Context: an optimization exercise on an open-source flow, tuned for small area. The choices shown serve that exercise and are no tape-out recipe.
The RTL was checked by simulation tests, not by an equivalence proof against the original design.
In runs 2 and 4 to 8 the design's own scripts or RTL, not TritonCTS, make the clock network.
No driver is modelled on the clock port, so clock power and skew are understated where the tree is cut down; a real chip needs a root buffer or a tree.
Power is estimated from default activity; no workload was simulated.

==> design/flow/design.v <==
`timescale 1ns / 1ps
module pingpong_fft_controller (
    input  wire        clk,
    input  wire        rst,
    input  wire [31:0] fft_data_in,
    input  wire        fft_data_valid,
    output wire [14:0] bram_addra,
    output wire [31:0] bram_dina,
    output wire        bram_wea,
    output wire        bram_ena,
    input  wire [31:0] bram_douta,
    output wire [14:0] bram_addrb,
    output wire [31:0] bram_dinb,
    output wire        bram_web,
    output wire        bram_enb,
    input  wire [31:0] bram_doutb,
    output reg  [31:0] fft_doppler_input,
    output wire        fft_doppler_valid,
    output wire        fft_doppler_last
);
    reg        act;        
    reg        wr;         
    reg        nx_a;       
    reg        nx_b;       
    reg        rd_a;       
    reg        rd_b;       
    reg [14:0] wn;         
    reg [14:0] rn;         
    reg [31:0] din;
    wire started   = nx_a | nx_b;                    
    wire write     = started & fft_data_valid;       
    wire swap      = write & (wn == 15'd1);          
    wire sw        = wr & (wn == 15'd0);             
    wire row_wrap  = ~(|rn[14:7]);
    always @(posedge clk or posedge rst) begin
        if (rst) begin
            act     <= 1'b0;
            wr      <= 1'b0;
            nx_a    <= 1'b0;
            nx_b    <= 1'b0;
        end else begin
            act     <= act | sw;
            wr      <= write;
            if (swap) begin
                nx_a <= nx_b;
                nx_b <= nx_a;
            end else if (!started && fft_data_valid) begin
                nx_b <= 1'b1;
            end
        end
    end
    always @(posedge clk) begin
        rd_a <= nx_a;
        rd_b <= nx_b;
    end
    always @(posedge clk) begin
        if (!started)
            wn <= 15'd0;
        else if (write)
            wn <= wn - 15'd1;
    end
    always @(posedge clk) begin
        if (!act) begin
            rn <= 15'h7fff;
        end else begin
            rn[14:7] <= rn[14:7] - 8'd1;
            if (row_wrap)
                rn[6:0] <= rn[6:0] - 7'd1;
            else if (sw)
                rn[6:0] <= 7'h7f;
        end
    end
    always @(posedge clk) begin
        din               <= fft_data_in;
        fft_doppler_input <= ({32{nx_a}} & bram_douta) | ({32{nx_b}} & bram_doutb);
    end
    assign bram_addra = ~(({15{rd_b}} & wn) | ({15{rd_a}} & rn));
    assign bram_addrb = ~(({15{rd_a}} & wn) | ({15{rd_b}} & rn));
    assign bram_dina  = din;
    assign bram_dinb  = din;
    assign bram_wea   = rd_b;
    assign bram_web   = rd_a;
    assign bram_ena   = (act & rd_a) | (wr & rd_b);
    assign bram_enb   = (act & rd_b) | (wr & rd_a);
    assign fft_doppler_valid = act & (|rn);
    assign fft_doppler_last  = row_wrap;
endmodule
==> design/flow/flow/run.sh <==
#!/bin/bash
# Own layout flow: the standard ORFS flow (standard.sh), with these changes:
#  - synthesis maps logic with an area-oriented ABC script (flow/abc_area.script)
#    instead of ORFS's speed script; everything else in synthesis is the standard flow's own
#    script (synth_recipe.tcl), so the registers are the standard ones;
#  - the port buffers that global placement inserts are sky130_fd_sc_hd__buf_1;
#  - after repair_design, cells on paths with slack to spare are downsized;
#  - CTS inserts no dummy loads.
# Each step's full output goes to a log file in this folder (and ORFS's own logs
# under orfs/logs).
set -euo pipefail
here=$(pwd)
{
  echo 'proc abc {args} {'
  echo '  set i [lsearch -exact $args -script]'
  echo "  if {\$i >= 0} { lset args [expr {\$i + 1}] {$here/flow/abc_area.script} }"
  echo '  yosys abc {*}$args'
  echo '}'
  cat "$here/synth_recipe.tcl"
} > "$here/own_synth.tcl"
export BUFFER_PORTS_ARGS="-buffer_cell sky130_fd_sc_hd__buf_1"
export POST_RESIZE_TCL="$here/flow/post_resize.tcl"
export CTS_ARGS="-sink_clustering_enable -repair_clock_nets -dont_use_dummy_load"
bash standard.sh SYNTH_SCRIPT="$here/own_synth.tcl" synth > "$here/synth.log" 2>&1
bash standard.sh SYNTH_SCRIPT="$here/own_synth.tcl" finish > "$here/layout.log" 2>&1
==> design/flow/flow/abc_area.script <==
strash
dc2
balance
rewrite
refactor
balance
rewrite
rewrite -z
balance
refactor -z
rewrite -z
balance
&get -n
&dch -f
&nf -R 1000
&put
topo
dnsize -c
==> design/flow/flow/post_resize.tcl <==
# Downsize cells that have timing slack to spare.
log_cmd repair_timing -setup -recover_power 100 -match_cell_footprint
==> design/flow/standard.sh <==
#!/bin/bash
# synth_recipe.tcl (not shown) runs the flow's synth.tcl, then flattens the netlist and writes it again
# the make line also repeats each setting of config.mk as NAME=value (left out here)
make -C /OpenROAD-flow-scripts/flow DESIGN_CONFIG=/design/flow/config.mk WORK_HOME=/design/flow/orfs CLKGATE_MAP_FILE= SYNTH_SCRIPT=/design/flow/synth_recipe.tcl "${@:-finish}"
==> design/flow/config.mk <==
export PLATFORM = sky130hd
export DESIGN_NAME = pingpong_fft_controller
export DESIGN_NICKNAME = pingpong_fft_controller
export VERILOG_FILES = /design/flow/design.v
export SDC_FILE = /design/flow/constraint.sdc
export NUM_CORES = 4
export LEC_CHECK = 0
export CAP_MARGIN = 20
export CORE_MARGIN = 2
export CORE_UTILIZATION = 65
export SLEW_MARGIN = 20
==> design/flow/constraint.sdc <==
create_clock -name core_clock -period 5.0 [get_ports {clk}]
set_input_delay 1.0000 -clock core_clock [delete_from_list [all_inputs] [get_ports {clk}]]
set_output_delay 1.0000 -clock core_clock [all_outputs]
set_load 0.01 [all_outputs]
==> impl_metrics.toml, run 1 <==
[setup_path]
cp-startpoint = "rn[7]"
cp_cell_sequence = "clkinv_1 > ha_1 > nand2_1 > or2_0 > clkinv_1 > buf_1"
worstPathRequired_ns = 4.00
startpoint_type = "flop"
critPathSlowestCell = "dfxtp_1"
cp_top_family = "buffers and inverters"
cp_data_arrival_time_ns = 1.91
max_stage_delay_ns = 0.42
crit_top_cell = "clkinv_1"
path_max_fanout = 7
endpoint_kind = "output pin"
r2r_start = "nx_a"
crit_type = "reg2out"
cp.buffers_inverters = 3

[drt]
drt_iter0_drc = 252
vias_per_cell = 5.56
wl_per_cell_um = 16.9
drtPass1Iterations = 7
drt_wl_total_um = 10300
ant_nets = 0
num_vias = 3399
drc_errors = 0

[floorplan]
rows = 26
io_pins = 231
core-area_um2 = 5170
initial_core_util_pct = 67.9
die_w_um = 77.5
die_area_um2 = 6000
die_y_um = 77.5

[yosys]
ys_ff_latch = 100
synthCells = 332
synth_compound_area_share_pct = 21.6
synth_area_leaders = "dfxtp_1 (55%), a22o_1 (8.5%), buf_4 (6.8%), a22oi_1 (6.4%), o21ai_0 (3.0%)"
yosys.area_share.xor_xnor_pct = 0.749
synth.distinct_cells = 27
yosys-mux-area-fraction_pct = 0
ys.flop_type = "dfxtp_1"
yosys_warnings = 1
synth_top_cell_area_share_pct = 54.8
syn-cell-area_um2 = 3510
yosys.area_share.simple_pct = 10.2
yosysSeqAreaShare_pct = 57.6
synth-edff-count = 0
synth-adder-area-share_pct = 1.78
syn-mean-instance-area_um2 = 10.6
async_reset_ff_share_pct = 4.00
yosysTopAreaCell = "dfxtp_1"
synth_top_family_by_area = "compound AO/OA/AOI/OAI gates"
syn-num-nets = 436

[sta]
relSlewSlack_pct = 29.3
fmax_mhz = 343
hold_viol_final = 0
post-route-period-util_pct = 58.2
timing.final.crit_period_ns = 2.91
rsz0062_at_grt = "no"
maxSlewViolCount = 0
worst_pin_slew_ns = 1.06
setup_tns_ns = 0
finClkSkew_ns = 0.0230
setup_viol = 0

[pwr]
powerDensity_nw_per_um2 = 365
vdd_drop_max_v = 0.000236
power.total_mw = 1.59
p_leak_nw = 1.65

[grt]
grt_antenna_before_repair = 0
gr-total-overflow = 0
grt_usage_pct = 34.4
grt_pass1_wl_um = 15600
grt_max_degree = 37
grt_pass1_vias = 3129

[min_path]
hold_start = "rn[7]"
hold_path_class = "reg2reg"

[finish]
final_nets = 647
fill_cells = 309
antenna_cells = 0
area_growth_pct = 24.1
drive_gt1_share_pct = 2.22

[clock_network]
cts_buffer_depth = 2
cts-resized-gates = 0
htree_levels = 3
cts_tree = "done"
clk_pin_slew_ns = 0.07
cts.hold.buffers_added = 0
cts-root-buf = "clkbuf_8"
clkLatencyLatePin_ns = 0.36
cts.sinks = 100
cts_buffers = 9
cts_setup_buffers = 0

[run_status]
status = "no timing/DRC/antenna violations"

[placed_design]
routabilityCongestion = 0.874
hpwlAfterDp_um = 7960
io_buffers = 230

[flow_run]
maxCapViolCount = 0
flip-flops by register name, summed over array words and instances (netlist names):
name,flops
nx_a,1
rd_b,1
din,32
act,1
rn,15
wr,1
wn,15
fft_doppler_input,32
nx_b,1
rd_a,1
layer usage:
layer | up-vias | track usage (%) | share of wire [%]
met2 | 207 | 59.6 | 52
met4 | 0 | 18.4 | 4.4
met1 | 1555 | 37.9 | 36
met5 | - | 0 | 0
li1 | 1605 | - | -
met3 | 32 | 10.3 | 8.4
Yosys cell counts, drive strengths merged (3+ instances only):
master	number
nand3	9
or2	6
dfxtp	96
buf	32
or3	5
nand2b	5
nor3	5
ha	5
or4	3
a21oi	17
o21ai	21
nor4	5
clkinv	12
dfrtp	4
nor2	10
nand2	22
a22o	34
a22oi	30
logic make-up (layout without fill, tap and decap cells):
kind of cell | Yosys count | in the layout
DFF | 100 | 100
buffers and inverters | 44 | 253
adders and majority gates | 5 | 5
xor gates and xnor gates | 3 | 3
and+or+nand+nor | 72 | 72
AOI/OAI and AO/OA | 108 | 108
report_power, final:
group / switching (mW) / internal [mW] / total (mW)
logic: 0.139 / 0.112 / 0.251
clock network: 0.229 / 0.162 / 0.391
registers: 0.0839 / 0.866 / 0.949
area by class of cell:
cell class	instances	area, um2	area share (%)
well taps	70	87.6	2.01
inverters	12	45.0	1.03
repair buffers	232	873	20.1
flip-flops and latches	100	2020	46.5
multi-input cells	188	1200	27.6
clock buffers	9	124	2.84
per-stage QoR:
step | setup WS [ns] | hold slack (ns) | area (um2) | util (%) | instances
detailed placement | 1.83 | 0.432 | 4230 | 81.7 | 602
CTS | 2.12 | 0.447 | 4350 | 84.1 | 611
global route | 1.92 | 0.464 | 4360 | 84.2 | 611
global placement | 1.96 | 0.415 | 4240 | 81.9 | 602
finish | 2.09 | 0.452 | 4360 | 84.2 | 611
floorplan | 2.14 | 0.399 | 3510 | - | 332
cell usage in the layout (no fill, tap or decap), drive strengths merged, types with 2 or more instances in the layout:
master / Yosys / routed
or2: 6 / 6
nor3: 5 / 5
ha: 5 / 5
or3: 5 / 5
clkinv: 12 / 12
nand3: 9 / 9
or4: 3 / 3
clkbuf: 0 / 11
dfxtp: 96 / 96
nor2: 10 / 10
nor4: 5 / 5
buf: 32 / 230
dfrtp: 4 / 4
o21ai: 21 / 21
a22oi: 30 / 30
a21oi: 17 / 17
xor2: 2 / 2
o31ai: 2 / 2
a22o: 34 / 34
nand2b: 5 / 5
nand2: 22 / 22
final timing paths:
| path | end | slack (ns) | depth (start not counted) |
|---|---|---|---|
| setup / recovery | fft_doppler_last | 2.09 | 6 |
| hold / removal | rn[7] | 0.45 | 1 |
| setup reg to reg | wn[13] | 2.25 | 10 |
| hold reg to reg | rn[7] | 0.45 | 1 |
| max in group asynchronous | nx_a | 4.37 | 2 |
| min in group asynchronous | act | 0.49 | 2 |
==> run 2: changes to the inputs <==
--- a/design/flow/flow/run.sh
+++ b/design/flow/flow/run.sh
@@ -5,7 +5,8 @@
 #    script (synth_recipe.tcl), so the registers are the standard ones;
 #  - the port buffers that global placement inserts are sky130_fd_sc_hd__buf_1;
 #  - after repair_design, cells on paths with slack to spare are downsized;
-#  - CTS inserts no dummy loads.
+#  - CTS inserts no dummy loads, and after CTS the clock tree is rebuilt as one
+#    root buffer and a few leaf buffers (flow/post_cts.tcl).
 # Each step's full output goes to a log file in this folder (and ORFS's own logs
 # under orfs/logs).
 set -euo pipefail
@@ -21,5 +22,7 @@
 export BUFFER_PORTS_ARGS="-buffer_cell sky130_fd_sc_hd__buf_1"
 export POST_RESIZE_TCL="$here/flow/post_resize.tcl"
 export CTS_ARGS="-sink_clustering_enable -repair_clock_nets -dont_use_dummy_load"
+export POST_CTS_TCL="$here/flow/post_cts.tcl"
+export CT_ROOT=sky130_fd_sc_hd__clkbuf_4 CT_LEAF=sky130_fd_sc_hd__clkbuf_8 CT_LEAVES=5
 bash standard.sh SYNTH_SCRIPT="$here/own_synth.tcl" synth > "$here/synth.log" 2>&1
 bash standard.sh SYNTH_SCRIPT="$here/own_synth.tcl" finish > "$here/layout.log" 2>&1
==> design/flow/flow/clock_tree.tcl (new file) <==
# Rebuild the clock tree as one root buffer driving CT_LEAVES leaf buffers,
# each placed at the centre of a cluster of flip-flops (k-means on position).
proc ct_rebuild {root_master leaf_master nleaves} {
  set block [ord::get_db_block]
  set db [ord::get_db]
  set clk [$block findNet clk]
  # Collect sinks below the existing clock buffers and remove those buffers.
  set sinks {}
  set todo [list $clk]
  set dead_insts {}
  set dead_nets {}
  while {[llength $todo]} {
    set net [lindex $todo 0]
    set todo [lrange $todo 1 end]
    foreach it [$net getITerms] {
      if {![$it isInputSignal] && [$it getIoType] ne "INPUT"} continue
      set inst [$it getInst]
      set m [[$inst getMaster] getName]
      if {[string match "sky130_fd_sc_hd__clkbuf_*" $m] || [string match "sky130_fd_sc_hd__clkinv*" $m] || [string match "clkload*" [$inst getName]]} {
        lappend dead_insts $inst
        foreach o [$inst getITerms] {
          if {[$o isOutputSignal] && [$o getNet] ne "NULL"} { lappend todo [$o getNet]; lappend dead_nets [$o getNet] }
        }
      } else {
        lappend sinks $it
      }
    }
  }
  foreach it $sinks { $it disconnect }
  foreach inst $dead_insts { odb::dbInst_destroy $inst }
  foreach net $dead_nets { odb::dbNet_destroy $net }
  # Sink positions.
  set pts {}
  foreach it $sinks {
    set bb [[$it getInst] getBBox]
    lappend pts [list [expr {([$bb xMin] + [$bb xMax]) / 2}] [expr {([$bb yMin] + [$bb yMax]) / 2}]]
  }
  set n [llength $sinks]
  # k-means, seeded by sorting on angle around the centre.
  set cx 0; set cy 0
  foreach p $pts { set cx [expr {$cx + [lindex $p 0]}]; set cy [expr {$cy + [lindex $p 1]}] }
  set cx [expr {double($cx) / $n}]; set cy [expr {double($cy) / $n}]
  set cent {}
  for {set k 0} {$k < $nleaves} {incr k} {
    set a [expr {2 * 3.14159265 * ($k + 0.5) / $nleaves}]
    lappend cent [list [expr {$cx + 20000 * cos($a)}] [expr {$cy + 20000 * sin($a)}]]
  }
  set cap [expr {int(ceil(double($n) / $nleaves)) + 2}]
  for {set iter 0} {$iter < 30} {incr iter} {
    # balanced assignment: greedy by distance with a size cap
    set pairs {}
    for {set i 0} {$i < $n} {incr i} {
      for {set k 0} {$k < $nleaves} {incr k} {
        set d [expr {abs([lindex $pts $i 0] - [lindex $cent $k 0]) + abs([lindex $pts $i 1] - [lindex $cent $k 1])}]
        lappend pairs [list $d $i $k]
      }
    }
    set pairs [lsort -real -index 0 $pairs]
    set asg [lrepeat $n -1]
    set cnt [lrepeat $nleaves 0]
    foreach pr $pairs {
      lassign $pr d i k
      if {[lindex $asg $i] >= 0 || [lindex $cnt $k] >= $cap} continue
      lset asg $i $k
      lset cnt $k [expr {[lindex $cnt $k] + 1}]
    }
    set newc {}
    for {set k 0} {$k < $nleaves} {incr k} {
      set sx 0; set sy 0; set c 0
      for {set i 0} {$i < $n} {incr i} {
        if {[lindex $asg $i] == $k} { set sx [expr {$sx + [lindex $pts $i 0]}]; set sy [expr {$sy + [lindex $pts $i 1]}]; incr c }
      }
      if {$c} { lappend newc [list [expr {double($sx) / $c}] [expr {double($sy) / $c}]] } else { lappend newc [lindex $cent $k] }
    }
    set cent $newc
  }
  # Root buffer.
  set rnet [odb::dbNet_create $block clknet_root]
  $rnet setSigType CLOCK
  set root [odb::dbInst_create $block [$db findMaster $root_master] clkbuf_root]
  [$root findITerm A] connect $clk
  [$root findITerm X] connect $rnet
  set rx 0; set ry 0
  for {set k 0} {$k < $nleaves} {incr k} {
    set lnet [odb::dbNet_create $block clknet_leaf_$k]
    $lnet setSigType CLOCK
    set leaf [odb::dbInst_create $block [$db findMaster $leaf_master] clkbuf_leaf_$k]
    [$leaf findITerm A] connect $rnet
    [$leaf findITerm X] connect $lnet
    for {set i 0} {$i < $n} {incr i} {
      if {[lindex $asg $i] == $k} { [lindex $sinks $i] connect $lnet }
    }
    set x [expr {int([lindex $cent $k 0])}]; set y [expr {int([lindex $cent $k 1])}]
    $leaf setLocation $x $y
    $leaf setPlacementStatus PLACED
    set rx [expr {$rx + $x}]; set ry [expr {$ry + $y}]
    puts "clock leaf $k: [lindex $cnt $k] sinks at $x $y"
  }
  $root setLocation [expr {$rx / $nleaves}] [expr {$ry / $nleaves}]
  $root setPlacementStatus PLACED
}
==> design/flow/flow/post_cts.tcl (new file) <==
# Replace the clock tree that CTS built with a two-level tree: one root buffer
# driving a few leaf buffers, each at the centre of a cluster of flip-flops.
source [file join [file dirname [info script]] clock_tree.tcl]
ct_rebuild $::env(CT_ROOT) $::env(CT_LEAF) $::env(CT_LEAVES)
detailed_placement
check_placement -verbose
estimate_parasitics -placement
report_clock_skew
report_worst_slack -max
report_worst_slack -min
==> run 2 against run 1 <==
  * Largest cell class unchanged
  * Die area is the same
  * Clock skew fell by 0.0055 ns
  * Via count is 0.53% lower
  * Wire length grew 0.36%
  * Still clean on timing, DRC and antenna
  * Area after synthesis unchanged
==> impl_metrics.toml, run 2 <==
[drt]
num_vias = 3381
wl_per_cell_um = 17.1
vias_per_cell = 5.56
ant_nets = 0
drc_errors = 0
drt_wl_total_um = 10400
drt_iter0_drc = 235
drtPass1Iterations = 6

[setup_path]
crit_type = "reg2out"
critPathSlowestCell = "dfxtp_1"
cp_data_arrival_time_ns = 1.98
cp-startpoint = "rn[7]"
crit_top_cell = "clkinv_1"
worstPathRequired_ns = 4.00
r2r_start = "nx_a"
cp_cell_sequence = "clkinv_1 > ha_1 > nand2_1 > or2_0 > clkinv_1 > buf_1"
path_max_fanout = 7
endpoint_kind = "output pin"
startpoint_type = "flop"
max_stage_delay_ns = 0.43

[sta]
whs_ns = 0.416
post-route-period-util_pct = 59.6
timing.final.crit_period_ns = 2.98
worst_pin_slew_ns = 1.05
finClkSkew_ns = 0.0175
rsz0062_at_grt = "no"
setup_tns_ns = 0
fmax_mhz = 336
relSlewSlack_pct = 30.1
maxSlewViolCount = 0
hold_viol_final = 0
setup_viol = 0

[yosys]
async_reset_ff_share_pct = 4.00
yosys.area_share.simple_pct = 10.2
yosysSeqAreaShare_pct = 57.6
yosys_warnings = 1
syn-num-nets = 436
yosysTopAreaCell = "dfxtp_1"
synth_area_leaders = "dfxtp_1 (55%), a22o_1 (8.5%), buf_4 (6.8%), a22oi_1 (6.4%), o21ai_0 (3.0%)"
synth.distinct_cells = 27
ys.flop_type = "dfxtp_1"
syn-mean-instance-area_um2 = 10.6
synth_compound_area_share_pct = 21.6
syn-cell-area_um2 = 3510
synth_top_family_by_area = "compound AO/OA/AOI/OAI gates"
yosys.area_share.xor_xnor_pct = 0.749
synth_top_cell_area_share_pct = 54.8
synth-edff-count = 0
synth-adder-area-share_pct = 1.78
post-synth-top-count-cell = "dfxtp_1"
ys_ff_latch = 100
synthCells = 332
ys_top_cells_by_count = "dfxtp_1 (96), a22o_1 (34), buf_4 (32)"
yosys-mux-area-fraction_pct = 0

[floorplan]
die_area_um2 = 6000
io_pins = 231
core-area_um2 = 5170
die_w_um = 77.5
die_y_um = 77.5
initial_core_util_pct = 67.9
rows = 26

[finish]
drive_gt1_share_pct = 1.67
final_cell_mix = "buf_1 (230), dfxtp_1 (95), a22o_1 (34), a22oi_1 (30), nand2_1 (22)"
antenna_cells = 0
final_common_cell = "buf_1"
area_growth_pct = 22.7
reg_top3 = "din x32, fft_doppler_input x32"
final_nets = 644

[grt]
grt_antenna_before_repair = 0
grt_max_degree = 37
grt_usage_pct = 33.4
gr-total-overflow = 0
grt_pass1_wl_um = 15600
grt_pass1_vias = 3059

[pwr]
vdd_drop_max_v = 0.000237
clkPwrFrac_pct = 21.0
p_int_mw = 1.08
p_sw_share_pct = 29.1
p_switching_uw = 443
seqPwrFrac_pct = 62.4
p_leak_nw = 1.62
powerDensity_nw_per_um2 = 353
comb_power_share_pct = 16.5
power.total_mw = 1.52

[clock_network]
cts.sinks = 100
clk_pin_slew_ns = 0.12
clkLatencyLatePin_ns = 0.41

[placed_design]
io_buffers = 230
routabilityCongestion = 0.874
hpwlAfterDp_um = 7960

[min_path]
hold_path_class = "in2async"

[run_status]
status = "no timing/DRC/antenna violations"

[flow_run]
maxCapViolCount = 0
run 2: cell counts after synthesis:
No cell type changed its count.
run 2: kinds of logic after synthesis:
| family | count (synthesis) |
|---|---|
| buf+inv | 44 |
| xor+xnor | 3 |
| flops | 100 |
| compound gates | 108 |
| simple gates | 72 |
| fa+ha+maj | 5 |
run 2: cell type report:
type,count,area (um2)
Sequential cell,100,2020
Multi-Input combinational cell,188,1200
Timing Repair Buffer,232,873
Fill cell,312,865
Tap cell,70,87.6
Buffer,6,76.3
Inverter,12,45.0
run 2: final timing paths:
kind                                    end  slack [ns]  cells past startpoint
max in group asynchronous               act        4.44                      2
setup reg to reg                     wn[13]        2.22                     10
min in group core_clock               rn[7]        0.46                      1
hold / removal                         nx_a        0.42                      2
hold reg to reg                       rn[7]        0.46                      1
setup / recovery           fft_doppler_last        2.02                      6
run 2: critical path: cells and delay by family, from the launching register on:
family        cells  cell delay [ns]
flops             1             0.43
buf+inv           3             0.57
fa+ha+maj         1             0.22
simple gates      2             0.35
run 2: through the flow:
step,std cells,area [um2],util [%],worst slack [ns]
after floorplan,332,3510,-,2.14
after global placement,602,4240,81.9,1.96
after detailed placement,602,4230,81.7,1.83
after global routing,608,4310,83.3,1.84
final,608,4310,83.3,2.02
run 2: routing by layer:
| metal | track usage, % | vias to the layer above | share of wire, % | routed length [um] |
|---|---|---|---|---|
| met5 | 0 | - | 0 | 0 |
| met4 | 11.3 | 0 | 3.4 | 354 |
| met3 | 9.30 | 22 | 8.5 | 881 |
| met2 | 60.3 | 188 | 52 | 5440 |
| met1 | 37.9 | 1573 | 36 | 3710 |
| li1 | - | 1598 | - | - |
run 2: power by group through the flow:
stage | Sequential [mW] | Combinational (mW) | Clock [mW]
final | 0.950 | 0.252 | 0.320
after global routing | 0.960 | 0.278 | 0.353
after detailed placement | 0.964 | 0.251 | 0
after global placement | 0.961 | 0.244 | 0
after floorplan | 0.955 | 0.149 | 0
==> run 3: changes to the inputs <==
--- a/design/flow/flow/run.sh
+++ b/design/flow/flow/run.sh
@@ -3,6 +3,8 @@
 #  - synthesis maps logic with an area-oriented ABC script (flow/abc_area.script)
 #    instead of ORFS's speed script; everything else in synthesis is the standard flow's own
 #    script (synth_recipe.tcl), so the registers are the standard ones;
+#  - half and full adder cells are not used (added to the platform's
+#    DONT_USE_CELLS), which leaves adders to ABC as plain logic;
 #  - the port buffers that global placement inserts are sky130_fd_sc_hd__buf_1;
 #  - after repair_design, cells on paths with slack to spare are downsized;
 #  - CTS inserts no dummy loads, and after CTS the clock tree is rebuilt as one
@@ -19,10 +21,13 @@
   echo '}'
   cat "$here/synth_recipe.tcl"
 } > "$here/own_synth.tcl"
+# The platform's own DONT_USE_CELLS, then the adder cells.
+dont_use="sky130_fd_sc_hd__probe_p_8 sky130_fd_sc_hd__probec_p_8 sky130_fd_sc_hd__lpflow_bleeder_1 sky130_fd_sc_hd__lpflow_clkbufkapwr_1 sky130_fd_sc_hd__lpflow_clkbufkapwr_16 sky130_fd_sc_hd__lpflow_clkbufkapwr_2 sky130_fd_sc_hd__lpflow_clkbufkapwr_4 sky130_fd_sc_hd__lpflow_clkbufkapwr_8 sky130_fd_sc_hd__lpflow_clkinvkapwr_1 sky130_fd_sc_hd__lpflow_clkinvkapwr_16 sky130_fd_sc_hd__lpflow_clkinvkapwr_2 sky130_fd_sc_hd__lpflow_clkinvkapwr_4 sky130_fd_sc_hd__lpflow_clkinvkapwr_8 sky130_fd_sc_hd__lpflow_decapkapwr_12 sky130_fd_sc_hd__lpflow_decapkapwr_3 sky130_fd_sc_hd__lpflow_decapkapwr_4 sky130_fd_sc_hd__lpflow_decapkapwr_6 sky130_fd_sc_hd__lpflow_decapkapwr_8 sky130_fd_sc_hd__lpflow_inputiso0n_1 sky130_fd_sc_hd__lpflow_inputiso0p_1 sky130_fd_sc_hd__lpflow_inputiso1n_1 sky130_fd_sc_hd__lpflow_inputiso1p_1 sky130_fd_sc_hd__lpflow_inputisolatch_1 sky130_fd_sc_hd__lpflow_isobufsrc_1 sky130_fd_sc_hd__lpflow_isobufsrc_16 sky130_fd_sc_hd__lpflow_isobufsrc_2 sky130_fd_sc_hd__lpflow_isobufsrc_4 sky130_fd_sc_hd__lpflow_isobufsrc_8 sky130_fd_sc_hd__lpflow_isobufsrckapwr_16 sky130_fd_sc_hd__lpflow_lsbuf_lh_hl_isowell_tap_1 sky130_fd_sc_hd__lpflow_lsbuf_lh_hl_isowell_tap_2 sky130_fd_sc_hd__lpflow_lsbuf_lh_hl_isowell_tap_4 sky130_fd_sc_hd__lpflow_lsbuf_lh_isowell_4 sky130_fd_sc_hd__lpflow_lsbuf_lh_isowell_tap_1 sky130_fd_sc_hd__lpflow_lsbuf_lh_isowell_tap_2 sky130_fd_sc_hd__lpflow_lsbuf_lh_isowell_tap_4"
+dont_use+=" sky130_fd_sc_hd__ha_1 sky130_fd_sc_hd__ha_2 sky130_fd_sc_hd__ha_4 sky130_fd_sc_hd__fa_1 sky130_fd_sc_hd__fa_2 sky130_fd_sc_hd__fa_4 sky130_fd_sc_hd__fah_1 sky130_fd_sc_hd__fahcin_1 sky130_fd_sc_hd__fahcon_1"
 export BUFFER_PORTS_ARGS="-buffer_cell sky130_fd_sc_hd__buf_1"
 export POST_RESIZE_TCL="$here/flow/post_resize.tcl"
 export CTS_ARGS="-sink_clustering_enable -repair_clock_nets -dont_use_dummy_load"
 export POST_CTS_TCL="$here/flow/post_cts.tcl"
-export CT_ROOT=sky130_fd_sc_hd__clkbuf_4 CT_LEAF=sky130_fd_sc_hd__clkbuf_8 CT_LEAVES=5
-bash standard.sh SYNTH_SCRIPT="$here/own_synth.tcl" synth > "$here/synth.log" 2>&1
-bash standard.sh SYNTH_SCRIPT="$here/own_synth.tcl" finish > "$here/layout.log" 2>&1
+export CT_ROOT=sky130_fd_sc_hd__clkbuf_4 CT_LEAF=sky130_fd_sc_hd__clkbuf_8 CT_LEAVES=6
+bash standard.sh SYNTH_SCRIPT="$here/own_synth.tcl" "DONT_USE_CELLS=$dont_use" synth > "$here/synth.log" 2>&1
+bash standard.sh SYNTH_SCRIPT="$here/own_synth.tcl" "DONT_USE_CELLS=$dont_use" finish > "$here/layout.log" 2>&1
--- a/design/flow/config.mk
+++ b/design/flow/config.mk
@@ -7,5 +7,5 @@
 export LEC_CHECK = 0
 export CAP_MARGIN = 20
 export CORE_MARGIN = 2
-export CORE_UTILIZATION = 65
+export CORE_UTILIZATION = 80
 export SLEW_MARGIN = 20
==> run 3 against run 2 <==
  * Area after synthesis decreased by 4.7%
  * The flow now stops in global placement
  * Synthesized cell count is 9.3% lower
==> impl_metrics.toml, run 3 <==
[run_status]
status = "stopped before the end"
haltStage = "global placement"
error = "[ERROR GPL-0301] Utilization 106.724 % exceeds 100%."

[floorplan]
initial_core_util_pct = 83.6
rows = 23
die_w_um = 68.7
die_y_um = 68.7
io_pins = 231

[yosys]
yosys_warnings = 1
yosysSeqAreaShare_pct = 60.4
yosys.area_share.simple_pct = 8.60
post-synth-top-count-cell = "dfxtp_1"
synth_top_cell_area_share_pct = 57.4
synth_top_family_by_area = "compound AO/OA/AOI/OAI gates"
syn-mean-instance-area_um2 = 11.1
synthCells = 301
synth-adder-area-share_pct = 0
yosysTopAreaCell = "dfxtp_1"
ys_top_cells_by_count = "dfxtp_1 (96), a22o_1 (34), buf_4 (32)"
ys.flop_type = "dfxtp_1"
yosys.area_share.xor_xnor_pct = 2.09
yosys-mux-area-fraction_pct = 0
synth_compound_area_share_pct = 21.2
syn-cell-area_um2 = 3350
async_reset_ff_share_pct = 4.00
synth-edff-count = 0
synth_area_leaders = "dfxtp_1 (57%), a22o_1 (8.9%), buf_4 (7.2%), a22oi_1 (6.7%), dfrtp_1 (3.0%)"
ys_ff_latch = 100
syn-num-nets = 400
synth.distinct_cells = 25

[placed_design]
io_buffers = 230
## run 3: logic make-up after synthesis
logic type / after synthesis
flops: 100
xor+xnor: 8
simple gates: 59
compound gates: 98
buf+inv: 36
==> run 4: changes to the inputs <==
--- a/design/flow/config.mk
+++ b/design/flow/config.mk
@@ -7,5 +7,5 @@
 export LEC_CHECK = 0
 export CAP_MARGIN = 20
 export CORE_MARGIN = 2
-export CORE_UTILIZATION = 80
+export CORE_UTILIZATION = 65
 export SLEW_MARGIN = 20
==> run 4 against run 3 <==
  * Now clean on timing, DRC and antenna
  * Synthesized cell count stayed put
  * Area after synthesis unchanged
==> impl_metrics.toml, run 4 <==
[setup_path]
r2r_start = "rn[8]"
cp-startpoint = "rn[8]"
cp_top_family = "simple AND/OR/NAND/NOR gates"
cp_cell_sequence = "or3_1 > or2_0 > or3_1 > or3_1 > clkinv_1 > nand3_1 > or2_0 > o21a_1 > buf_1"
crit_type = "reg2out"
worstPathRequired_ns = 4.00
path_max_fanout = 6
crit_top_cell = "or3_1"
cp.buffers_inverters = 2
cp_data_arrival_time_ns = 3.07
max_stage_delay_ns = 0.43
endpoint_kind = "output pin"
startpoint_type = "flop"
critPathSlowestCell = "or3_1"

[clock_network]
clk_pin_slew_ns = 0.11
cts.sinks = 100
clkLatencyLatePin_ns = 0.40

[sta]
timing.final.crit_period_ns = 4.07
post-route-period-util_pct = 81.3
worst_pin_slew_ns = 1.06
finClkSkew_ns = 0.0195
fmax_mhz = 246
setup_tns_ns = 0
relSlewSlack_pct = 28.9
rsz0062_at_grt = "no"
setup_viol = 0
maxSlewViolCount = 0
hold_viol_final = 0

[yosys]
synth_area_leaders = "dfxtp_1 (57%), a22o_1 (8.9%), buf_4 (7.2%), a22oi_1 (6.7%), dfrtp_1 (3.0%)"
yosysSeqAreaShare_pct = 60.4
syn-num-nets = 400
ys.flop_type = "dfxtp_1"
synthCells = 301
syn-mean-instance-area_um2 = 11.1
ys_ff_latch = 100
synth_top_cell_area_share_pct = 57.4
synth-edff-count = 0
synth.distinct_cells = 25
post-synth-top-count-cell = "dfxtp_1"
yosys_warnings = 1
async_reset_ff_share_pct = 4.00
yosysTopAreaCell = "dfxtp_1"
syn-cell-area_um2 = 3350
ys_top_cells_by_count = "dfxtp_1 (96), a22o_1 (34), buf_4 (32)"

[drt]
ant_nets = 0
num_vias = 3049
drt_wl_total_um = 8860
drt_iter0_drc = 135
wl_per_cell_um = 15.3
drtPass1Iterations = 4
drc_errors = 0
vias_per_cell = 5.28

[finish]
drive_gt1_share_pct = 1.77
fill_cells = 354
area_growth_pct = 24.2
utilization_pct = 82.4
final_nets = 609
final_common_cell = "buf_1"
finalNonFillerCells = 578
final_cell_mix = "buf_1 (230), dfxtp_1 (96), a22o_1 (34), a22oi_1 (30), nor2_1 (15)"
reg_top3 = "din x32, fft_doppler_input x32"
antenna_cells = 0

[flow_run]
maxCapViolCount = 0

[grt]
grt_max_degree = 39
grt_usage_pct = 26.6
grt_pass1_vias = 2452
grt_pass1_wl_um = 11700
gr-total-overflow = 0
grt_antenna_before_repair = 0

[floorplan]
die_w_um = 75.7
initial_core_util_pct = 66.4
io_pins = 231
die_area_um2 = 5740
die_y_um = 75.7
rows = 26
core-area_um2 = 5040

[pwr]
powerDensity_nw_per_um2 = 393
p_leak_nw = 1.58
vdd_drop_max_v = 0.000297
power.total_mw = 1.64

[run_status]
status = "no timing/DRC/antenna violations"

[placed_design]
hpwlAfterDp_um = 6690
routabilityCongestion = 0.887
placed_cells = 571
io_buffers = 230

[min_path]
hold_path_class = "in2async"
## run 4: report_power, final
part           leakage (nW)  internal, mW  switching [mW]
combinational         0.678         0.138           0.172
sequential            0.853         0.885           0.103
clock                0.0477         0.118           0.221
total                  1.58          1.14           0.495
## run 4: layout make-up
class	count	area [um2]	area share [%]
flip-flops and latches	100	2020	48.6
inverters	4	15.0	0.361
plain buffers	7	90.1	2.17
well taps	70	87.6	2.11
multi-input cells	165	1070	25.7
repair buffers	232	873	21.0
## run 4: metal layers
| metal | track usage, % | part of all wire [%] | vias to the layer above |
|---|---|---|---|
| met5 | 0 | 0 | - |
| met4 | 4.48 | 0.94 | 0 |
| met3 | 9.13 | 10 | 10 |
| met2 | 44.3 | 49 | 142 |
| met1 | 34.1 | 40 | 1402 |
| li1 | - | - | 1495 |
## run 4: kinds of logic after synthesis
kind of cell / after synthesis / share of synthesized area, %
AND/OR/NAND/NOR: 59 / 8.60
buffers and inverters: 36 / 7.63
XOR/XNOR: 8 / 2.09
flip-flops: 100 / 60.4
AO/OA/AOI/OAI: 98 / 21.2
## run 4: metrics by stage
stage / hold WS (ns) / cell area [um2] / setup slack (ns)
3_3_place_gp: 0.426 / 4070 / 1.47
5_1_grt: 0.454 / 4160 / 0.726
2_1_floorplan: 0.408 / 3350 / 1.62
6_report: 0.449 / 4160 / 0.934
3_5_place_dp: 0.433 / 4060 / 1.40
## run 4: path summary, 6_finish.rpt
check                      slack (ns)                end  cells after the start
setup / recovery                 0.93  fft_doppler_valid                      9
hold reg to reg                  0.46              rn[7]                      1
min in group core_clock          0.46              rn[7]                      1
hold / removal                   0.45                act                      2
max in group asynchronous        4.40               nx_a                      2
setup reg to reg                 2.19              rn[4]                      9
==> run 5: changes to the inputs <==
--- a/design/flow/flow/run.sh
+++ b/design/flow/flow/run.sh
@@ -28,6 +28,6 @@
 export POST_RESIZE_TCL="$here/flow/post_resize.tcl"
 export CTS_ARGS="-sink_clustering_enable -repair_clock_nets -dont_use_dummy_load"
 export POST_CTS_TCL="$here/flow/post_cts.tcl"
-export CT_ROOT=sky130_fd_sc_hd__clkbuf_4 CT_LEAF=sky130_fd_sc_hd__clkbuf_8 CT_LEAVES=6
+export CT_ROOT=sky130_fd_sc_hd__clkbuf_4 CT_LEAF=sky130_fd_sc_hd__clkbuf_8 CT_LEAVES=5
 bash standard.sh SYNTH_SCRIPT="$here/own_synth.tcl" "DONT_USE_CELLS=$dont_use" synth > "$here/synth.log" 2>&1
 bash standard.sh SYNTH_SCRIPT="$here/own_synth.tcl" "DONT_USE_CELLS=$dont_use" finish > "$here/layout.log" 2>&1
--- a/design/flow/config.mk
+++ b/design/flow/config.mk
@@ -7,5 +7,5 @@
 export LEC_CHECK = 0
 export CAP_MARGIN = 20
 export CORE_MARGIN = 2
-export CORE_UTILIZATION = 65
+export CORE_UTILIZATION = 72
 export SLEW_MARGIN = 20
==> run 5 against run 4 <==
  * Critical path depth unchanged
  * Sequential cell count is the same
  * Critical endpoint unchanged
  * Largest cell class unchanged
  * Largest power group unchanged
  * Worst setup slack worse by 0.026 ns
  * Final cell count fell by 3.3%
  * Sequential share of layout area increased by 0.46 points
  * Clock skew is 0.0032 ns lower
  * Combinational power increased by 6.5%
  * Total power up 2.0%
  * Final area is 0.81% lower
  * First-iteration DRC count rose by 150%
  * Global-route usage is 17 points higher
  * Area after synthesis unchanged
==> impl_metrics.toml, run 5 <==
[setup_path]
critPathSlowestCell = "or3_1"
cp_cell_sequence = "or3_1 > or2_0 > or3_1 > or3_1 > clkinv_1 > nand3_1 > or2_0 > o21a_1 > buf_1"
crit_type = "reg2out"
cp-startpoint = "rn[9]"
timing.rr.end = "wn[13]"
reg2reg_depth = 10
worstPathRequired_ns = 4.00
path_max_fanout = 6
r2r_start = "nx_a"
regToRegSetupSlack_ns = 1.42
cp_data_arrival_time_ns = 3.09
endpoint_kind = "output pin"
crit_top_cell = "or3_1"
max_stage_delay_ns = 0.43
startpoint_type = "flop"

[floorplan]
die_y_um = 72.2
io_pins = 231
initial_core_util_pct = 75.8
die_area_um2 = 5210
die_w_um = 72.2
core-area_um2 = 4410
rows = 24

[grt]
grt_usage_pct = 43.5
grt_pass1_vias = 3201
gr-total-overflow = 0
grt_pass1_wl_um = 17100
grt_antenna_before_repair = 0
grt_max_degree = 40

[finish]
drive_gt1_share_pct = 1.97
final_nets = 608
reg_top3 = "din x32, fft_doppler_input x32"
utilization_pct = 93.4
stdcell_area_um2 = 4120
final_cell_mix = "buf_1 (230), dfxtp_1 (94), a22o_1 (34), a22oi_1 (30), nor2_1 (15)"
antenna_cells = 0
area_growth_pct = 23.2
final_common_cell = "buf_1"
finalNonFillerCells = 559

[pwr]
p_switching_uw = 544
comb_power_share_pct = 19.8
clkPwrFrac_pct = 19.4
p_int_mw = 1.12
p_leak_nw = 1.57
powerDensity_nw_per_um2 = 404
vdd_drop_max_v = 0.000348
power.total_mw = 1.67
seqPwrFrac_pct = 60.8
p_sw_share_pct = 32.6

[yosys]
async_reset_ff_share_pct = 4.00
yosysTopAreaCell = "dfxtp_1"
ys.flop_type = "dfxtp_1"
yosys_warnings = 1
synth.distinct_cells = 25
synth_top_cell_area_share_pct = 57.4
post-synth-top-count-cell = "dfxtp_1"
synthCells = 301
syn-cell-area_um2 = 3350
synth-edff-count = 0
ys_top_cells_by_count = "dfxtp_1 (96), a22o_1 (34), buf_4 (32)"
ys_ff_latch = 100
syn-num-nets = 400
syn-mean-instance-area_um2 = 11.1
synth_area_leaders = "dfxtp_1 (57%), a22o_1 (8.9%), buf_4 (7.2%), a22oi_1 (6.7%), dfrtp_1 (3.0%)"
yosysSeqAreaShare_pct = 60.4

[placed_design]
dp_worst_setup_slack_ns = 0.806
dpl_cell_area_um2 = 4040
io_buffers = 230
placed_cells = 553
hpwlAfterDp_um = 7930
routabilityCongestion = 0.870

[drt]
vias_per_cell = 6.08
num_vias = 3396
drtPass1Iterations = 6
ant_nets = 0
drc_errors = 0
drt_iter0_drc = 331
wl_per_cell_um = 20.7
drt_wl_total_um = 11600

[sta]
post-route-period-util_pct = 81.8
maxSlewViolCount = 0
whs_ns = 0.430
layout_setup_ws_ns = 0.909
worst_pin_slew_ns = 0.813
setup_tns_ns = 0
relSlewSlack_pct = 45.8
setup_viol = 0
hold_viol_final = 0
finClkSkew_ns = 0.0162
rsz0062_at_grt = "no"
fmax_mhz = 244
timing.final.crit_period_ns = 4.09

[clock_network]
clkLatencyLatePin_ns = 0.41
clk_pin_slew_ns = 0.12
cts.sinks = 100

[run_status]
status = "no timing/DRC/antenna violations"

[flow_run]
maxCapViolCount = 0

[min_path]
hold_path_class = "in2async"
## run 5: cell counts after synthesis
No cell type changed its count.
## run 5: power by group through the flow
| stage | sequential (mW) | combinational [mW] | clock [mW] |
|---|---|---|---|
| after detailed placement | 1.01 | 0.321 | 0 |
| after floorplan | 1.00 | 0.179 | 0 |
| final | 1.01 | 0.330 | 0.323 |
| after global placement | 1.00 | 0.304 | 0 |
| after global routing | 1.02 | 0.357 | 0.346 |
## run 5: layer usage
| layer | track usage, % | vias to the layer above | share of wire, % |
|---|---|---|---|
| li1 | - | 1488 | - |
| met3 | 13.3 | 55 | 12 |
| met4 | 20.1 | 0 | 4.4 |
| met5 | 0 | - | 0 |
| met2 | 71.8 | 279 | 50 |
| met1 | 52.1 | 1574 | 34 |
## run 5: worst max path at each step
stage                     cells after the start  slack [ns]                 to
after floorplan                               8        1.62  fft_doppler_valid
after global placement                        9        1.50  fft_doppler_valid
after detailed placement                     10        0.81             wn[13]
after global routing                          9        0.80  fft_doppler_valid
final                                         9        0.91  fft_doppler_valid
## run 5: cells by family (layout without fill, tap and decap cells)
logic type	after synthesis	in the layout	share of synthesized area, %
xor gates and xnor gates	8	8	2.09
and+or+nand+nor	59	59	8.60
DFF	100	100	60.4
buffers and inverters	36	242	7.63
AOI/OAI and AO/OA	98	98	21.2
## run 5: cell type report
class | instances | area [um2]
flip-flops and latches | 100 | 2020
inverters | 4 | 15.0
well taps | 52 | 65.1
multi-input cells | 165 | 1070
repair buffers | 232 | 873
fillers | 151 | 292
plain buffers | 6 | 76.3
## run 5: worst max-delay path, delay by kind of cell, from the launching register on
kind	cells	cell delay, ns
AOI/OAI and AO/OA	1	0.19
DFF	1	0.35
buffers and inverters	2	0.25
and+or+nand+nor	6	1.90
==> run 6: changes to the inputs <==
--- a/design/flow/flow/run.sh
+++ b/design/flow/flow/run.sh
@@ -28,6 +28,6 @@
 export POST_RESIZE_TCL="$here/flow/post_resize.tcl"
 export CTS_ARGS="-sink_clustering_enable -repair_clock_nets -dont_use_dummy_load"
 export POST_CTS_TCL="$here/flow/post_cts.tcl"
-export CT_ROOT=sky130_fd_sc_hd__clkbuf_4 CT_LEAF=sky130_fd_sc_hd__clkbuf_8 CT_LEAVES=5
+export CT_ROOT=sky130_fd_sc_hd__inv_6 CT_LEAF=sky130_fd_sc_hd__inv_8 CT_LEAVES=5
 bash standard.sh SYNTH_SCRIPT="$here/own_synth.tcl" "DONT_USE_CELLS=$dont_use" synth > "$here/synth.log" 2>&1
 bash standard.sh SYNTH_SCRIPT="$here/own_synth.tcl" "DONT_USE_CELLS=$dont_use" finish > "$here/layout.log" 2>&1
--- a/design/flow/flow/clock_tree.tcl
+++ b/design/flow/flow/clock_tree.tcl
@@ -1,5 +1,13 @@
 # Rebuild the clock tree as one root buffer driving CT_LEAVES leaf buffers,
 # each placed at the centre of a cluster of flip-flops (k-means on position).
+# The output pin of a one-input cell (X of a buffer, Y of an inverter).
+proc ct_out {inst} {
+  foreach it [$inst getITerms] {
+    if {[$it isOutputSignal]} { return $it }
+  }
+  error "no output pin on [$inst getName]"
+}
+
 proc ct_rebuild {root_master leaf_master nleaves} {
   set block [ord::get_db_block]
   set db [ord::get_db]
@@ -16,7 +24,7 @@
       if {![$it isInputSignal] && [$it getIoType] ne "INPUT"} continue
       set inst [$it getInst]
       set m [[$inst getMaster] getName]
-      if {[string match "sky130_fd_sc_hd__clkbuf_*" $m] || [string match "sky130_fd_sc_hd__clkinv*" $m] || [string match "clkload*" [$inst getName]]} {
+      if {[string match "clkbuf_*" [$inst getName]] || [string match "clkload*" [$inst getName]] || [string match "clkinv*" [$inst getName]]} {
         lappend dead_insts $inst
         foreach o [$inst getITerms] {
           if {[$o isOutputSignal] && [$o getNet] ne "NULL"} { lappend todo [$o getNet]; lappend dead_nets [$o getNet] }
@@ -79,14 +87,14 @@
   $rnet setSigType CLOCK
   set root [odb::dbInst_create $block [$db findMaster $root_master] clkbuf_root]
   [$root findITerm A] connect $clk
-  [$root findITerm X] connect $rnet
+  [ct_out $root] connect $rnet
   set rx 0; set ry 0
   for {set k 0} {$k < $nleaves} {incr k} {
     set lnet [odb::dbNet_create $block clknet_leaf_$k]
     $lnet setSigType CLOCK
     set leaf [odb::dbInst_create $block [$db findMaster $leaf_master] clkbuf_leaf_$k]
     [$leaf findITerm A] connect $rnet
-    [$leaf findITerm X] connect $lnet
+    [ct_out $leaf] connect $lnet
     for {set i 0} {$i < $n} {incr i} {
       if {[lindex $asg $i] == $k} { [lindex $sinks $i] connect $lnet }
     }
--- a/design/flow/config.mk
+++ b/design/flow/config.mk
@@ -7,5 +7,5 @@
 export LEC_CHECK = 0
 export CAP_MARGIN = 20
 export CORE_MARGIN = 2
-export CORE_UTILIZATION = 72
+export CORE_UTILIZATION = 65
 export SLEW_MARGIN = 20
==> run 6 against run 5 <==
  * Still clean on timing, DRC and antenna
  * Synthesized cell count stayed put
  * First-iteration DRC count is 66% lower
  * Via count is 10% lower
  * Global-route usage is 17 points lower
  * Largest cell class unchanged
  * Largest power group unchanged
  * Highest routed layer unchanged
==> impl_metrics.toml, run 6 <==
[run_status]
status = "no timing/DRC/antenna violations"

[setup_path]
cp-startpoint = "rn[8]"
path_max_fanout = 6
reg2reg_depth = 9
regToRegSetupSlack_ns = 2.19
endpoint_kind = "output pin"
r2r_start = "rn[8]"
timing.rr.end = "rn[4]"
cp_data_arrival_time_ns = 2.85
worstPathRequired_ns = 4.00
startpoint_type = "flop"
cp-endpoint = "fft_doppler_valid"
crit_type = "reg2out"

[drt]
drt_wl_total_um = 8920
wl_per_cell_um = 15.5
vias_per_cell = 5.27
drc_errors = 0
ant_nets = 0
num_vias = 3042
drtPass1Iterations = 4
drt_iter0_drc = 112

[floorplan]
die_w_um = 75.7
die_area_um2 = 5740
io_pins = 231
die_y_um = 75.7
rows = 26
initial_core_util_pct = 66.4
core-area_um2 = 5040

[placed_design]
placed_cells = 571
io_buffers = 230
hpwlAfterDp_um = 6690
routabilityCongestion = 0.887

[yosys]
syn-cell-area_um2 = 3350
yosysSeqAreaShare_pct = 60.4
synthCells = 301
synth_area_leaders = "dfxtp_1 (57%), a22o_1 (8.9%), buf_4 (7.2%), a22oi_1 (6.7%), dfrtp_1 (3.0%)"
syn-mean-instance-area_um2 = 11.1
synth-edff-count = 0
yosys_warnings = 1
ys.flop_type = "dfxtp_1"
synth_top_cell_area_share_pct = 57.4
synth.distinct_cells = 25
ys_top_cells_by_count = "dfxtp_1 (96), a22o_1 (34), buf_4 (32)"
async_reset_ff_share_pct = 4.00
yosysTopAreaCell = "dfxtp_1"
post-synth-top-count-cell = "dfxtp_1"
ys_ff_latch = 100
syn-num-nets = 400

[sta]
setup_tns_ns = 0
worst_pin_slew_ns = 1.06
rsz0062_at_grt = "no"
fmax_mhz = 260
finClkSkew_ns = 0.0121
post-route-period-util_pct = 77.0
setup_viol = 0
relSlewSlack_pct = 29.1
hold_viol_final = 0
timing.final.crit_period_ns = 3.85
maxSlewViolCount = 0

[grt]
grt_antenna_before_repair = 0
grt_usage_pct = 26.9
grt_max_degree = 39
grt_pass1_vias = 2461
grt_pass1_wl_um = 11800
gr-total-overflow = 0

[pwr]
powerDensity_nw_per_um2 = 389
p_leak_nw = 1.57
vdd_drop_max_v = 0.000256

[clock_network]
clk_pin_slew_ns = 0.09
cts.sinks = 100
clkLatencyLatePin_ns = 0.19

[finish]
fill_cells = 360
final_common_cell = "buf_1"
area_growth_pct = 23.5
final_nets = 608
finalNonFillerCells = 577
final_cell_mix = "buf_1 (230), dfxtp_1 (96), a22o_1 (34), a22oi_1 (30), nor2_1 (15)"
reg_top3 = "din x32, fft_doppler_input x32"
antenna_cells = 0
drive_gt1_share_pct = 1.58

[min_path]
hold_path_class = "reg2reg"

[flow_run]
maxCapViolCount = 0
run 6: power breakdown:
part	internal [mW]	total, mW	switching, mW
clock network	0.0417	0.306	0.265
logic	0.138	0.310	0.173
registers	0.885	0.989	0.104
total	1.06	1.61	0.541
run 6: metal layers:
layer | GRT usage, % | wire length [um]
met1 | 34.7 | 3600
met2 | 45.3 | 4410
met3 | 8.20 | 808
met4 | 4.87 | 106
met5 | 0 | 0
run 6: critical path, cell delays in order (launching register included):
cell and delay, ns:
dfxtp_1 0.36, or3_1 0.39, or2_0 0.27, or3_1 0.38, or3_1 0.44, clkinv_1 0.13
nand3_1 0.11, or2_0 0.28, o21a_1 0.19, buf_1 0.12
run 6: cells by family after synthesis:
| kind of cell | share of synthesized area [%] |
|---|---|
| flip-flops | 60.4 |
| AO/OA/AOI/OAI | 21.2 |
| XOR/XNOR | 2.09 |
| AND/OR/NAND/NOR | 8.60 |
| buffers and inverters | 7.63 |
run 6: through the flow:
step	hold WS, ns	setup slack [ns]	cell area, um2	util (%)	total power [mW]
floorplan	0.408	1.62	3350	-	1.18
global placement	0.426	1.47	4070	80.7	1.30
detailed placement	0.433	1.40	4060	80.6	1.31
global route	0.487	0.969	4130	81.9	1.68
finish	0.456	1.15	4130	81.9	1.61
run 6: worst min path at each step:
stage | from | end | slack [ns] | cells past startpoint
6_report | rn[7] | rn[7] | 0.46 | 1
5_1_grt | rn[7] | rn[7] | 0.49 | 1
3_5_place_dp | rn[7] | rn[7] | 0.43 | 1
3_3_place_gp | rn[7] | rn[7] | 0.43 | 1
2_1_floorplan | rn[7] | rn[7] | 0.41 | 1
run 6: final cells by class:
class / count / area, um2 / area share [%]
well taps: 70 / 87.6 / 2.12
inverters: 10 / 80.1 / 1.94
flip-flops and latches: 100 / 2020 / 48.9
multi-input cells: 165 / 1070 / 25.9
repair buffers: 232 / 873 / 21.1
==> run 7: changes to the inputs <==
--- a/design/flow/config.mk
+++ b/design/flow/config.mk
@@ -8,4 +8,5 @@
 export CAP_MARGIN = 20
 export CORE_MARGIN = 2
 export CORE_UTILIZATION = 65
+export GPL_TIMING_DRIVEN = 0
 export SLEW_MARGIN = 20
==> run 7 against run 6 <==
  * Combinational power grew 5%
  * Synthesized cell count is the same
  * Die area is the same
  * Area after synthesis is the same
  * Sequential power is essentially flat
  * Via count grew 6.2%
  * Largest cell class unchanged
  * Highest routed layer unchanged
==> impl_metrics.toml, run 7 <==
[grt]
grt_antenna_before_repair = 0
grt_max_degree = 40
grt_pass1_wl_um = 13100
gr-total-overflow = 0
grt_pass1_vias = 2697
grt_usage_pct = 30.4

[yosys]
yosysSeqAreaShare_pct = 60.4
async_reset_ff_share_pct = 4.00
ys_top_cells_by_count = "dfxtp_1 (96), a22o_1 (34), buf_4 (32)"
synth.distinct_cells = 25
synthCells = 301
post-synth-top-count-cell = "dfxtp_1"
synth_compound_area_share_pct = 21.2
synth_top_cell_area_share_pct = 57.4
ys.flop_type = "dfxtp_1"
synth_area_leaders = "dfxtp_1 (57%), a22o_1 (8.9%), buf_4 (7.2%), a22oi_1 (6.7%), dfrtp_1 (3.0%)"
yosys-mux-area-fraction_pct = 0
synth-adder-area-share_pct = 0
yosysTopAreaCell = "dfxtp_1"
syn-mean-instance-area_um2 = 11.1
syn-num-nets = 400
synth_top_family_by_area = "compound AO/OA/AOI/OAI gates"
yosys.area_share.simple_pct = 8.60
ys_ff_latch = 100
syn-cell-area_um2 = 3350
synth-edff-count = 0
yosys.area_share.xor_xnor_pct = 2.09
yosys_warnings = 1

[floorplan]
initial_core_util_pct = 66.4
core-area_um2 = 5040
io_pins = 231
rows = 26
die_y_um = 75.7
die_area_um2 = 5740
die_w_um = 75.7

[sta]
relSlewSlack_pct = 42.5
timing.final.crit_period_ns = 3.92
fmax_mhz = 255
setup_tns_ns = 0
layout_setup_ws_ns = 1.08
finClkSkew_ns = 0.0150
maxSlewViolCount = 0
setup_viol = 0
whs_ns = 0.488
worst_pin_slew_ns = 0.860
hold_viol_final = 0
rsz0062_at_grt = "no"
post-route-period-util_pct = 78.5

[drt]
drt_wl_total_um = 9800
wl_per_cell_um = 16.2
drt_iter0_drc = 153
num_vias = 3230
drtPass1Iterations = 5
drc_errors = 0
ant_nets = 0
vias_per_cell = 5.32

[setup_path]
startpoint_type = "flop"
cp_data_arrival_time_ns = 2.92
crit_type = "reg2out"
worstPathRequired_ns = 4.00
path_max_fanout = 6
endpoint_kind = "output pin"

[pwr]
powerDensity_nw_per_um2 = 375
p_leak_nw = 1.71
power.total_mw = 1.64
vdd_drop_max_v = 0.000263

[finish]
final_common_cell = "buf_1"
finalNonFillerCells = 607
drive_gt1_share_pct = 7.82
final_cell_mix = "buf_1 (230), dfxtp_1 (94), a22o_1 (34), buf_4 (32), a22oi_1 (30)"
reg_top3 = "din x32, fft_doppler_input x32"
area_growth_pct = 30.5
antenna_cells = 0
fill_cells = 296
final_nets = 638

[placed_design]
placed_cells = 601
dp_worst_setup_slack_ns = 1.27
hpwlAfterDp_um = 7190
routabilityCongestion = 0.847
io_buffers = 230

[clock_network]
clk_pin_slew_ns = 0.09
cts.sinks = 100
clkLatencyLatePin_ns = 0.20

[run_status]
status = "no timing/DRC/antenna violations"

[min_path]
hold_path_class = "reg2reg"

[flow_run]
maxCapViolCount = 0
-- run 7: cell counts after synthesis --
No cell type changed its count.
-- run 7: worst paths after layout --
check                                     to  depth (start not counted)  slack, ns  start
hold / removal                         rn[7]                          1       0.49  rn[7]
setup / recovery           fft_doppler_valid                          9       1.08  rn[9]
min in group asynchronous               nx_a                          2       0.68    rst
max in group asynchronous               nx_b                          2       4.19    rst
setup reg to reg                      wn[13]                          9       1.62   nx_b
hold reg to reg                        rn[7]                          1       0.49  rn[7]
-- run 7: routing by layer --
layer  global-route usage, %  wire (um)  share of wire [%]  up-vias
met5                       0          0                  0        -
met4                    6.04        129                1.3        0
met1                    36.9       3860                 39     1512
met3                    8.99        920                9.4       12
met2                    53.6       4890                 50      154
li1                        -          -                  -     1552
-- run 7: cell families (layout without fill, tap and decap cells) --
| family | count (synthesis) | count (layout) |
|---|---|---|
| DFF | 100 | 100 |
| buffers and inverters | 36 | 272 |
| AOI/OAI and AO/OA | 98 | 98 |
| xor gates and xnor gates | 8 | 8 |
| and+or+nand+nor | 59 | 59 |
-- run 7: area by class of cell --
cell class              count  area [um2]  area share [%]
multi-input cells         165        1070            24.5
inverters                  10        80.1            1.83
repair buffers            230         863            19.8
plain buffers              32         240            5.50
well taps                  70        87.6            2.01
flip-flops and latches    100        2030            46.4
-- run 7: through the flow --
| step | util, % | area, um2 |
|---|---|---|
| after global placement | 85.2 | 4300 |
| after floorplan | - | 3350 |
| after detailed placement | 85.2 | 4300 |
| final | 86.6 | 4370 |
| after global routing | 86.6 | 4370 |
-- run 7: power breakdown --
group	switching [mW]	total (mW)	internal [mW]
Clock	0.271	0.312	0.0416
Sequential	0.115	1.00	0.885
Combinational	0.173	0.325	0.152
Total	0.558	1.64	1.08
-- run 7: critical path: stages (launching register included) --
cell      delay (ns)
dfxtp_1         0.34
or3_1           0.43
or2_0           0.30
or3_1           0.39
or3_1           0.43
clkinv_1        0.12
nand3_1         0.11
or2_0           0.29
o21a_1          0.19
buf_1           0.12
==> run 8: changes to the inputs <==
--- a/design/flow/flow/abc_area.script
+++ b/design/flow/flow/abc_area.script
@@ -14,5 +14,10 @@
 &dch -f
 &nf -R 1000
 &put
+strash
+&get -n
+&dch -f
+&nf -R 1000
+&put
 topo
 dnsize -c
==> run 8 against run 7 <==
  * Synthesized cell count is 0.33% lower
  * Final cell count is 0.16% lower
  * Hold slack worse by 0.028 ns
  * Critical path depth is 1 lower
  * Global-route usage is 1.2 points higher
  * Clock power is 2% lower
  * Critical endpoint unchanged
==> impl_metrics.toml, run 8 <==
[run_status]
status = "no timing/DRC/antenna violations"

[yosys]
syn-num-nets = 399
yosys_warnings = 1
synth.distinct_cells = 27
synth_area_leaders = "dfxtp_1 (57%), a22o_1 (8.9%), buf_4 (7.2%), a22oi_1 (6.7%), dfrtp_1 (3.0%)"
syn-mean-instance-area_um2 = 11.2
post-synth-top-count-cell = "dfxtp_1"
synthCells = 300
ys.flop_type = "dfxtp_1"
synth_top_cell_area_share_pct = 57.4
yosysTopAreaCell = "dfxtp_1"
ys_ff_latch = 100
syn-cell-area_um2 = 3350
ys_top_cells_by_count = "dfxtp_1 (96), a22o_1 (34), buf_4 (32)"
synth-edff-count = 0
async_reset_ff_share_pct = 4.00
yosysSeqAreaShare_pct = 60.4

[finish]
area_growth_pct = 30.5
final_cell_mix = "buf_1 (230), dfxtp_1 (94), a22o_1 (34), buf_4 (32), a22oi_1 (30)"
reg_top3 = "din x32, fft_doppler_input x32"
final_nets = 637
drive_gt1_share_pct = 7.84
antenna_cells = 0
final_common_cell = "buf_1"

[pwr]
powerDensity_nw_per_um2 = 422
seqPwrFrac_pct = 58.7
p_int_mw = 1.17
vdd_drop_max_v = 0.000261
p_sw_share_pct = 36.6
p_switching_uw = 675
p_leak_nw = 1.84
power.total_mw = 1.84
clkPwrFrac_pct = 16.5
comb_power_share_pct = 24.7

[drt]
drc_errors = 0
drt_iter0_drc = 143
ant_nets = 0
drtPass1Iterations = 4
num_vias = 3288
wl_per_cell_um = 15.9
vias_per_cell = 5.43
drt_wl_total_um = 9620

[sta]
whs_ns = 0.460
timing.final.crit_period_ns = 3.71
relSlewSlack_pct = 43.6
setup_viol = 0
worst_pin_slew_ns = 0.842
fmax_mhz = 269
setup_tns_ns = 0
rsz0062_at_grt = "no"
maxSlewViolCount = 0
finClkSkew_ns = 0.00630
hold_viol_final = 0
post-route-period-util_pct = 74.3

[clock_network]
cts.sinks = 100
clkLatencyLatePin_ns = 0.19
clk_pin_slew_ns = 0.09

[floorplan]
die_y_um = 75.8
io_pins = 231
initial_core_util_pct = 66.4
rows = 26
core-area_um2 = 5040
die_w_um = 75.8
die_area_um2 = 5740

[min_path]
hold_path_class = "reg2reg"
hold_depth = 1

[setup_path]
worstPathRequired_ns = 4.00
endpoint_kind = "output pin"
crit_type = "reg2out"
startpoint_type = "flop"
cp_data_arrival_time_ns = 2.71
cp_cell_sequence = "or3_1 > or2_0 > or3_1 > or3_1 > clkinv_1 > nand3_1 > o31a_1 > buf_1"
crit_top_cell = "or3_1"
path_max_fanout = 6
max_stage_delay_ns = 0.44
critPathSlowestCell = "or3_1"
reg2reg_depth = 9

[placed_design]
routabilityCongestion = 0.847
io_buffers = 230
hpwlAfterDp_um = 7460

[grt]
grt_pass1_wl_um = 13600
gr-total-overflow = 0
grt_antenna_before_repair = 0
grt_max_degree = 41
grt_pass1_vias = 2894
grt_usage_pct = 31.6

[flow_run]
maxCapViolCount = 0
==> run 8: routing by layer <==
metal	wire (um)	GRT usage, %	vias up	part of all wire (%)
met5	0	0	-	0
met4	452	16.4	0	4.7
met3	772	7.94	31	8.0
met2	5000	57.8	178	52
met1	3400	33.0	1530	35
li1	-	-	1549	-
==> run 8: stage by stage <==
stage | std cells | setup WS, ns | instance area (um2) | utilization [%]
floorplan | 300 | 1.79 | 3350 | -
global placement | 600 | 1.58 | 4300 | 85.3
detailed placement | 600 | 1.53 | 4300 | 85.3
global route | 606 | 1.17 | 4370 | 86.7
finish | 606 | 1.29 | 4370 | 86.7
==> run 8: path summary, 6_finish.rpt <==
path | start | to | slack (ns)
min in group asynchronous | rst | nx_b | 0.62
min reg2reg | rn[7] | rn[7] | 0.46
max | rn[8] | fft_doppler_valid | 1.29
min | rn[7] | rn[7] | 0.46
max in group asynchronous | rst | nx_a | 4.24
max reg2reg | rn[8] | rn[4] | 2.12
==> run 8: worst max-delay path, delay by kind of cell (launching register included) <==
| kind | cells | cell delay [ns] |
|---|---|---|
| and+or+nand+nor | 5 | 1.67 |
| DFF | 1 | 0.36 |
| AOI/OAI and AO/OA | 1 | 0.27 |
| buffers and inverters | 2 | 0.24 |
==> run 8: logic make-up after synthesis <==
| group | after synthesis | synth area share, % |
|---|---|---|
| DFF | 100 | 60.4 |
| AOI/OAI and AO/OA | 98 | 21.3 |
| and+or+nand+nor | 57 | 8.30 |
| buffers and inverters | 36 | 7.62 |
| xor gates and xnor gates | 8 | 2.09 |
| muxes | 1 | 0.336 |
==> run 8: cell type report <==
cell class,instances,area [um2]
flip-flops and latches,100,2030
multi-input cells,164,1070
repair buffers,230,863
fillers,277,673
plain buffers,32,240
well taps,70,87.6
inverters,10,80.1
==> run 8: power by group through the flow <==
| stage | clock network [mW] | logic [mW] | registers (mW) |
|---|---|---|---|
| 2_1_floorplan | 0 | 0.265 | 1.07 |
| 3_3_place_gp | 0 | 0.440 | 1.08 |
| 3_5_place_dp | 0 | 0.455 | 1.09 |
| 5_1_grt | 0.333 | 0.517 | 1.10 |
| 6_report | 0.305 | 0.456 | 1.08 |

-- static timing again, ports no longer ideal --
No port has a modelled driver above. Below, the same layouts with a new extraction and two added sets of constraints.
Step 1: set_driving_cell puts a clkbuf_16 on clk and a buf_2 on each other input, an assumption about the parent block.
Step 2 moves the port delays by t, midway between the first and last clock arrival at a register: inputs arrive t later, outputs are due t later. That takes back most of the time a late clock gives input paths.
Slacks: no drivers / after step 1 / after step 2; pairs: no drivers / after step 1.
| run | shift t [ns] | setup slack, ns | slew at the worst register clock pin (ns) |
|---|---|---|---|
| run 1 | 0.377 | 2.089 / 2.059 / 1.723 | 0.09 / 0.09 |
| run 2 | 0.432 | 2.020 / 1.991 / 1.735 | 0.12 / 0.12 |
| run 4 | 0.422 | 0.934 / 0.907 / 1.329 | 0.11 / 0.11 |
| run 5 | 0.428 | 0.909 / 0.882 / 1.310 | 0.12 / 0.12 |
| run 6 | 0.227 | 1.151 / 1.110 / 1.336 | 0.10 / 0.10 |
| run 7 | 0.235 | 1.076 / 1.033 / 1.268 | 0.11 / 0.11 |
| run 8 | 0.228 | 1.287 / 1.245 / 1.472 | 0.10 / 0.10 |
After both steps setup and hold are still met in every run listed. For run 1, which loses most, drivers alone change the setup slack by -0.030 ns; drivers and shift together by -0.366 ns.
